Source: an optimization exercise on an open RTL-to-GDS flow (aim: small area and a short achievable clock period). Production flows keep margins and buffers that such runs may drop. RTL that was checked went through simulation tests only; none was proved equivalent to the original. Power and IR drop assume default switching activity.

==> amber <==
Design FIR, start of the top module:
module FIR (
	input  wire        rst_n,
	input  wire        CLK,
	input  wire [15:0] sample_in,
	input  wire        En_FIR,
	output wire [31:0] sample_out
);
export LEC_CHECK = 0
export CAP_MARGIN = 20
export CORE_MARGIN = 2
export CORE_UTILIZATION = 40
export SLEW_MARGIN = 20
export SYNTH_HIERARCHICAL = 1
create_clock -name core_clock -period 24.0 [get_ports {CLK}]
standard.sh (not shown) runs the stock make flow with config.mk's settings and CLKGATE_MAP_FILE= SYNTH_SCRIPT=/design/flow/synth_recipe.tcl, a recipe that flattens the netlist after the stock synthesis.
==> flow/flow/run.sh <==
#!/bin/bash
# Own flow: the standard layout (standard.sh, unchanged synthesis), with
# timing repair aimed below the achieved period instead of the 24 ns clock,
# and port buffers of a plain buffer cell.  Each tool's output goes to its
# own log in this folder.
set -euo pipefail
export SETUP_SLACK_MARGIN=14.4
export BUFFER_PORTS_ARGS="-buffer_cell sky130_fd_sc_hd__buf_4"
bash standard.sh synth      > synth.log 2>&1
bash standard.sh floorplan  > floorplan.log 2>&1
bash standard.sh place      > place.log 2>&1
bash standard.sh cts        > cts.log 2>&1
bash standard.sh route      > route.log 2>&1
bash standard.sh finish     > finish.log 2>&1
==> juniper: changes against amber <==
CORE_UTILIZATION = 55   (was 40)
CTS_BUF_LIST = sky130_fd_sc_hd__clkbuf_4   (was not set)
PLACE_DENSITY = 0.7   (was not set)
==> willow: changes against amber <==
--- a/flow/design.v
+++ b/flow/design.v
@@ -21,23 +21,16 @@
 	input  wire s1,
 	input  wire s0,
 	input  wire a,
 	input  wire b,
 	output wire y
 );
 assign y = (s1 & a) | (s0 & b);
 endmodule
-module og1 (
-	input  wire en,
-	input  wire v,
-	output wire y
-);
-assign y = en & v;
-endmodule
 module FIR (
 	input  wire        rst_n,
 	input  wire        CLK,
 	input  wire [15:0] sample_in,
 	input  wire        En_FIR,
 	output wire [31:0] sample_out
 );
 reg  [15:0] x0;
@@ -8664,42 +8657,10 @@
 sel1 u_qb_29 (.s1(sh), .s0(sk), .a(nb[29]), .b(qb[29]), .y(db[29]));
 sel1 u_qb_30 (.s1(sh), .s0(sk), .a(nb[30]), .b(qb[30]), .y(db[30]));
 sel1 u_qb_31 (.s1(sh), .s0(sk), .a(nb[31]), .b(qb[31]), .y(db[31]));
 always @(posedge CLK) begin
   qa <= da;
   qb <= db;
 end
 wire [31:0] sum = qa + qb - {{13{x0[15]}}, x0, 3'b000};
-wire [31:0] osum = {32{flag}} & sum;
-og1 u_og_0 (.en(En_FIR), .v(osum[0]), .y(sample_out[0]));
-og1 u_og_1 (.en(En_FIR), .v(osum[1]), .y(sample_out[1]));
-og1 u_og_2 (.en(En_FIR), .v(osum[2]), .y(sample_out[2]));
-og1 u_og_3 (.en(En_FIR), .v(osum[3]), .y(sample_out[3]));
-og1 u_og_4 (.en(En_FIR), .v(osum[4]), .y(sample_out[4]));
-og1 u_og_5 (.en(En_FIR), .v(osum[5]), .y(sample_out[5]));
-og1 u_og_6 (.en(En_FIR), .v(osum[6]), .y(sample_out[6]));
-og1 u_og_7 (.en(En_FIR), .v(osum[7]), .y(sample_out[7]));
-og1 u_og_8 (.en(En_FIR), .v(osum[8]), .y(sample_out[8]));
-og1 u_og_9 (.en(En_FIR), .v(osum[9]), .y(sample_out[9]));
-og1 u_og_10 (.en(En_FIR), .v(osum[10]), .y(sample_out[10]));
-og1 u_og_11 (.en(En_FIR), .v(osum[11]), .y(sample_out[11]));
-og1 u_og_12 (.en(En_FIR), .v(osum[12]), .y(sample_out[12]));
-og1 u_og_13 (.en(En_FIR), .v(osum[13]), .y(sample_out[13]));
-og1 u_og_14 (.en(En_FIR), .v(osum[14]), .y(sample_out[14]));
-og1 u_og_15 (.en(En_FIR), .v(osum[15]), .y(sample_out[15]));
-og1 u_og_16 (.en(En_FIR), .v(osum[16]), .y(sample_out[16]));
-og1 u_og_17 (.en(En_FIR), .v(osum[17]), .y(sample_out[17]));
-og1 u_og_18 (.en(En_FIR), .v(osum[18]), .y(sample_out[18]));
-og1 u_og_19 (.en(En_FIR), .v(osum[19]), .y(sample_out[19]));
-og1 u_og_20 (.en(En_FIR), .v(osum[20]), .y(sample_out[20]));
-og1 u_og_21 (.en(En_FIR), .v(osum[21]), .y(sample_out[21]));
-og1 u_og_22 (.en(En_FIR), .v(osum[22]), .y(sample_out[22]));
-og1 u_og_23 (.en(En_FIR), .v(osum[23]), .y(sample_out[23]));
-og1 u_og_24 (.en(En_FIR), .v(osum[24]), .y(sample_out[24]));
-og1 u_og_25 (.en(En_FIR), .v(osum[25]), .y(sample_out[25]));
-og1 u_og_26 (.en(En_FIR), .v(osum[26]), .y(sample_out[26]));
-og1 u_og_27 (.en(En_FIR), .v(osum[27]), .y(sample_out[27]));
-og1 u_og_28 (.en(En_FIR), .v(osum[28]), .y(sample_out[28]));
-og1 u_og_29 (.en(En_FIR), .v(osum[29]), .y(sample_out[29]));
-og1 u_og_30 (.en(En_FIR), .v(osum[30]), .y(sample_out[30]));
-og1 u_og_31 (.en(En_FIR), .v(osum[31]), .y(sample_out[31]));
+assign sample_out = (En_FIR & flag) ? sum : 32'd0;
 endmodule
==> flow/run.sh (new file) <==
#!/bin/bash
# synth_recipe.tcl (not shown) runs the flow's synth.tcl, then flattens the netlist and writes it again
# the make line also repeats each setting of config.mk as NAME=value (left out here)
make -C /OpenROAD-flow-scripts/flow DESIGN_CONFIG=/design/flow/config.mk WORK_HOME=/design/flow/orfs CLKGATE_MAP_FILE= SYNTH_SCRIPT=/design/flow/synth_recipe.tcl finish
removed: flow/flow/run.sh
removed: flow/standard.sh
==> cedar: changes against amber <==
==> flow/run.sh (new file) <==
#!/bin/bash
# synth_recipe.tcl (not shown) runs the flow's synth.tcl, then flattens the netlist and writes it again
# the make line also repeats each setting of config.mk as NAME=value (left out here)
make -C /OpenROAD-flow-scripts/flow DESIGN_CONFIG=/design/flow/config.mk WORK_HOME=/design/flow/orfs CLKGATE_MAP_FILE= SYNTH_SCRIPT=/design/flow/synth_recipe.tcl finish
removed: flow/flow/run.sh
removed: flow/standard.sh
==> summary.txt <==
metric	cedar	juniper	amber	willow
Outcome	finished clean	finished clean	finished clean	finished clean
WP buf/inv	2	2	2	5
Maximum number of pins on one net before global-route repair	237	211	260	254
Initial Utilization	40.3%	55.5%	40.3%	40.2%
Sequential share of power	39.6%	41.5%	39.4%	39.5%
Combinational Power	0.999 mW	1.03 mW	1.02 mW	1.01 mW
Buffers, non-clock	105	113	118	113
Netlist area before placement	83400 um^2	83400 um^2	83400 um^2	83100 um^2
Number of cells on the critical path	3	3	3	8
Reg2Reg Depth	19	19	19	20
RSZ-0062 raised after global routing	false	true	true	false
Area growth, synth to finish	10.0%	8.70%	10.4%	10.1%
Total length of routed met3 wires	24100 um	33800 um	25900 um	26800 um

* * *

==> run a: inputs <==
FIR, a different RTL version from the one above (not shown whole).
clock: 24.0 ns
lec_check: 0
cap_margin: 20
core_margin: 2
core_utilization: 55
place_density: 0.7
slew_margin: 20
synth_hierarchical: 1
==> flow/flow/run.sh <==
#!/bin/bash
# Own flow: the standard layout (standard.sh, unchanged synthesis), with
# timing repair aimed below the achieved period instead of the 24 ns clock,
# port buffers of a plain buffer cell, and a clock tree with larger sink
# clusters.  Each tool's output goes to its own log in this folder.
set -euo pipefail
export SETUP_SLACK_MARGIN=14.05
export BUFFER_PORTS_ARGS="-buffer_cell sky130_fd_sc_hd__buf_4"
export CTS_ARGS="-sink_clustering_enable -repair_clock_nets -buf_list sky130_fd_sc_hd__clkbuf_8 -sink_clustering_size 12 -sink_clustering_max_diameter 50 -dont_use_dummy_load"
bash standard.sh synth      > synth.log 2>&1
bash standard.sh floorplan  > floorplan.log 2>&1
bash standard.sh place      > place.log 2>&1
bash standard.sh cts        > cts.log 2>&1
bash standard.sh route      > route.log 2>&1
bash standard.sh finish     > finish.log 2>&1
==> inputs of run b, as changes to run a <==
--- a/flow/flow/run.sh
+++ b/flow/flow/run.sh
@@ -4,7 +4,7 @@
 # port buffers of a plain buffer cell, and a clock tree with larger sink
 # clusters.  Each tool's output goes to its own log in this folder.
 set -euo pipefail
-export SETUP_SLACK_MARGIN=14.05
+export SETUP_SLACK_MARGIN=14.4
 export BUFFER_PORTS_ARGS="-buffer_cell sky130_fd_sc_hd__buf_4"
 export CTS_ARGS="-sink_clustering_enable -repair_clock_nets -buf_list sky130_fd_sc_hd__clkbuf_8 -sink_clustering_size 12 -sink_clustering_max_diameter 50 -dont_use_dummy_load"
 bash standard.sh synth      > synth.log 2>&1
==> summary.txt <==
                                                                              run a            run b
Result of the run                                          timing/DRC/antenna clean  timing/DRC/antenna clean
Startpoint of the worst register-to-register path                    x63[8]$_DFF_P_  x61[13]$_DFF_P_
Per-cell via count in the routed design                                        6.53             6.55
Length of routed wiring on met1                                            98400 um         98100 um
Number of detailed-route iterations in the first pass                             5                6
Final Non-Filler Cells                                                         6916             6961
VDD IR max                                                                 0.119 mV         0.127 mV
Share of final-layout standard cells stronger than drive strength 1          0.0659            0.126
Final-layout non-clock buffer area share                                     0.0117           0.0158
Period utilization                                                            0.417            0.417
Post-route core utilization                                                   0.593            0.601
Clock-cell share of area                                                     0.0223           0.0220
Multi-input gate share of total cell area                                     0.644            0.644
No functional check of the RTL was part of any run of this note.

* * *

==> inputs of maple <==
FIR, a different RTL version from the one above (not shown whole).
==> flow/design.v (excerpt) <==
module FIR (
	input  wire        rst_n,
	input  wire        CLK,
	input  wire [15:0] sample_in,
	input  wire        En_FIR,
	output wire [31:0] sample_out
);
Settings: LEC_CHECK=0, CAP_MARGIN=0, CORE_MARGIN=2, CORE_UTILIZATION=55, PLACE_DENSITY=0.7, SLEW_MARGIN=0, SYNTH_HIERARCHICAL=1; clock period 24.0 ns.
==> flow/flow/run.sh <==
#!/bin/bash
# Own flow: the standard layout (standard.sh, unchanged synthesis), with
# timing repair aimed below the achieved period instead of the 24 ns clock,
# port buffers of a plain buffer cell, and a clock tree with larger sink
# clusters.  Each tool's output goes to its own log in this folder.
set -euo pipefail
export SETUP_SLACK_MARGIN=14.05
export BUFFER_PORTS_ARGS="-buffer_cell sky130_fd_sc_hd__buf_4"
export CTS_ARGS="-sink_clustering_enable -repair_clock_nets -buf_list sky130_fd_sc_hd__clkbuf_4 -sink_clustering_size 10 -sink_clustering_max_diameter 35 -dont_use_dummy_load"
bash standard.sh synth      > synth.log 2>&1
bash standard.sh floorplan  > floorplan.log 2>&1
bash standard.sh place      > place.log 2>&1
bash standard.sh cts        > cts.log 2>&1
bash standard.sh route      > route.log 2>&1
bash standard.sh finish     > finish.log 2>&1
==> zinc: changes against maple <==
==> flow/run.sh (new file) <==
#!/bin/bash
# synth_recipe.tcl (not shown) runs the flow's synth.tcl, then flattens the netlist and writes it again
# the make line also repeats each setting of config.mk as NAME=value (left out here)
make -C /OpenROAD-flow-scripts/flow DESIGN_CONFIG=/design/flow/config.mk WORK_HOME=/design/flow/orfs CLKGATE_MAP_FILE= SYNTH_SCRIPT=/design/flow/synth_recipe.tcl finish
CAP_MARGIN = 20   (was 0)
CTS_BUF_LIST = sky130_fd_sc_hd__clkbuf_4   (was not set)
CTS_CLUSTER_DIAMETER = 35   (was not set)
CTS_CLUSTER_SIZE = 10   (was not set)
SETUP_SLACK_MARGIN = 5   (was not set)
SLEW_MARGIN = 20   (was 0)
removed: flow/flow/run.sh
removed: flow/standard.sh
==> lagoon: changes against maple <==
CAP_MARGIN = 20   (was 0)
SLEW_MARGIN = 20   (was 0)
==> tundra: changes against maple <==
--- a/flow/flow/run.sh
+++ b/flow/flow/run.sh
@@ -5,7 +5,7 @@
 # clusters.  Each tool's output goes to its own log in this folder.
 set -euo pipefail
 export SETUP_SLACK_MARGIN=14.05
-export BUFFER_PORTS_ARGS="-buffer_cell sky130_fd_sc_hd__buf_4"
+export BUFFER_PORTS_ARGS="-buffer_cell sky130_fd_sc_hd__buf_1"
 export CTS_ARGS="-sink_clustering_enable -repair_clock_nets -buf_list sky130_fd_sc_hd__clkbuf_4 -sink_clustering_size 10 -sink_clustering_max_diameter 35 -dont_use_dummy_load"
 bash standard.sh synth      > synth.log 2>&1
 bash standard.sh floorplan  > floorplan.log 2>&1
CAP_MARGIN = 20   (was 0)
SLEW_MARGIN = 20   (was 0)
==> summary.txt <==
item                                                                            maple                   tundra                     zinc                   lagoon
Outcome                                                       complete, no violations  complete, no violations  complete, no violations  complete, no violations
Largest stage delay, worst path                                                140 ps                   170 ps                   640 ps                   140 ps
Beginning of the worst hold path                                               x52[3]                  x42[11]                    x2[1]                   x52[3]
Total vias in the final route                                                   44200                    43600                    44100                    43900
Routed wl met2                                                                 123 mm                   121 mm                   127 mm                   122 mm
Hold Worst Slack                                                               425 ps                   401 ps                   462 ps                   420 ps
GR met2 Demand/Resource                                                         0.618                    0.609                    0.645                    0.618
Number of antenna repair diodes                                                    14                       10                       11                       12
Maximum number of pins on one net before global-route repair                      244                      254                      237                      244
FF+latch area                                                               22500 um2                22400 um2                22400 um2                22500 um2
Vias in the first global route                                                  47100                    47000                    47100                    47100
Portion of the layout cell area used by clock cells                            0.0170                   0.0170                   0.0339                   0.0170
Post-cts resize count                                                              79                       39                        0                       79

* * *

==> inputs of 10-15 <==
Another version of the RTL of FIR (not shown whole).
Design FIR, start of the top module:
module FIR (
	input  wire        rst_n,
	input  wire        CLK,
	input  wire [15:0] sample_in,
	input  wire        En_FIR,
	output wire [31:0] sample_out
);
==> flow/config.mk <==
export PLATFORM = sky130hd
export DESIGN_NAME = FIR
export DESIGN_NICKNAME = FIR
export VERILOG_FILES = /design/flow/design.v
export SDC_FILE = /design/flow/constraint.sdc
export NUM_CORES = 8
export LEC_CHECK = 0
export CAP_MARGIN = 20
export CORE_MARGIN = 2
export CORE_UTILIZATION = 55
export PLACE_DENSITY = 0.7
export SLEW_MARGIN = 20
export SYNTH_HIERARCHICAL = 1
==> flow/constraint.sdc <==
create_clock -name core_clock -period 24.0 [get_ports {CLK}]
set_input_delay 4.8000 -clock core_clock [delete_from_list [all_inputs] [get_ports {CLK}]]
set_output_delay 4.8000 -clock core_clock [all_outputs]
set_load 0.01 [all_outputs]
==> flow/flow/run.sh <==
#!/bin/bash
# Own flow: the standard layout (standard.sh, unchanged synthesis), with
# timing repair aimed below the achieved period instead of the 24 ns clock,
# port buffers of a plain buffer cell, and a clock tree with larger sink
# clusters.  Each tool's output goes to its own log in this folder.
set -euo pipefail
export SETUP_SLACK_MARGIN=14.05
export BUFFER_PORTS_ARGS="-buffer_cell sky130_fd_sc_hd__buf_4"
export CTS_ARGS="-sink_clustering_enable -repair_clock_nets -buf_list sky130_fd_sc_hd__clkbuf_4 -sink_clustering_size 10 -sink_clustering_max_diameter 35 -dont_use_dummy_load"
bash standard.sh synth      > synth.log 2>&1
bash standard.sh floorplan  > floorplan.log 2>&1
bash standard.sh place      > place.log 2>&1
bash standard.sh cts        > cts.log 2>&1
bash standard.sh route      > route.log 2>&1
bash standard.sh finish     > finish.log 2>&1
==> 06-16: changes against 10-15 <==
ABC_AREA = 1   (was not set)
==> flow_summary.ini <==
[logic_synthesis]
yosys-top-cells-area = fa_1 (47%), dfxtp_1 (29%), nand2_1 (17%)
synthAdderAreaFrac_pct = 50.1
synth_area_per_cell_um2 = 10.5

[sta]
timing.hold.ws_ns = 0.301
finClkSkew_ns = 0.212

[run_status]
outcome = timing/DRC/antenna clean

[route]
drt_wl_total_mm = 278
wire_per_inst_um = 29.2

[layout]
syn_to_final_growth_pct = 6.74
multi_input_area_mm2 = 0.0536
final_common_cell = nand2_1

[die]
die_x_um = 379

[place]
dp_hpwl_mm = 242

[clocking]
cts_resized = 36

[global_route]
met2_usage_pct = 62.2
(the above is from 06-16)
==> flow_summary.ini <==
[route]
wire_per_inst_um = 39.1
drt_wl_total_mm = 271

[die]
die_x_um = 371

[layout]
multi_input_area_mm2 = 0.0509
fin_util_pct = 59.5
instances_no_fill = 6933

[sta]
timing.hold.ws_ns = 0.396
finClkSkew_ns = 0.213

[clocking]
cts_resized = 146

[logic_synthesis]
synth_top_family_by_area = adder cells
yosys-top-cells-area = fa_1 (49%), dfxtp_1 (30%), a22o_1 (13%)
synthAdderAreaFrac_pct = 52.3
synth_area_per_cell_um2 = 15.2

[run_status]
outcome = timing/DRC/antenna clean

[place]
dp_hpwl_mm = 235
(the above is from 10-15)

==> static timing again, ports no longer ideal <==
The flow's constraints put no driver on any port. The routed layouts listed below were extracted and timed again, unchanged, in two steps. Step 1 assumes that a clkbuf_16 drives the clock port and a buf_2 every other input. Step 2 adds t to the input delays and takes it off the output delays; t is the mean of the earliest and latest rising clock arrival at the registers after step 1. Input paths then give back, and output paths get back, about the clock's delay inside the block. a / b / c = no drivers / after step 1 / after step 2; a / b = the first two.
| run | t, ns | setup slack, ns | worst slew at a driven data input, ns |
|---|---|---|---|
| amber | 0.877 | 13.981 / 13.625 / 13.625 | 0.45 |
| juniper | 1.466 | 13.991 / 13.619 / 13.619 | 0.47 |
| willow | 0.881 | 11.882 / 11.857 / 11.857 | 0.07 |
| cedar | 0.857 | 12.897 / 12.871 / 12.871 | 0.05 |
| run a | 0.910 | 13.994 / 13.628 / 13.628 | 0.47 |
| run b | 0.905 | 13.995 / 13.629 / 13.629 | 0.47 |
| maple | 1.222 | 14.006 / 13.550 / 13.306 | 0.56 |
| zinc | 1.308 | 12.973 / 12.950 / 12.950 | 0.06 |
| lagoon | 1.214 | 14.006 / 13.553 / 13.324 | 0.56 |
| tundra | 1.231 | 13.973 / 13.673 / 13.673 | 0.33 |
| 10-15 | 1.191 | 13.993 / 13.590 / 13.590 | 0.48 |
| 06-16 | 1.231 | 14.012 / 13.583 / 13.583 | 0.46 |
After both steps every run listed still meets setup and hold. The setup slack of maple, which loses most, moves by -0.456 ns with the drivers and by -0.700 ns with both steps.
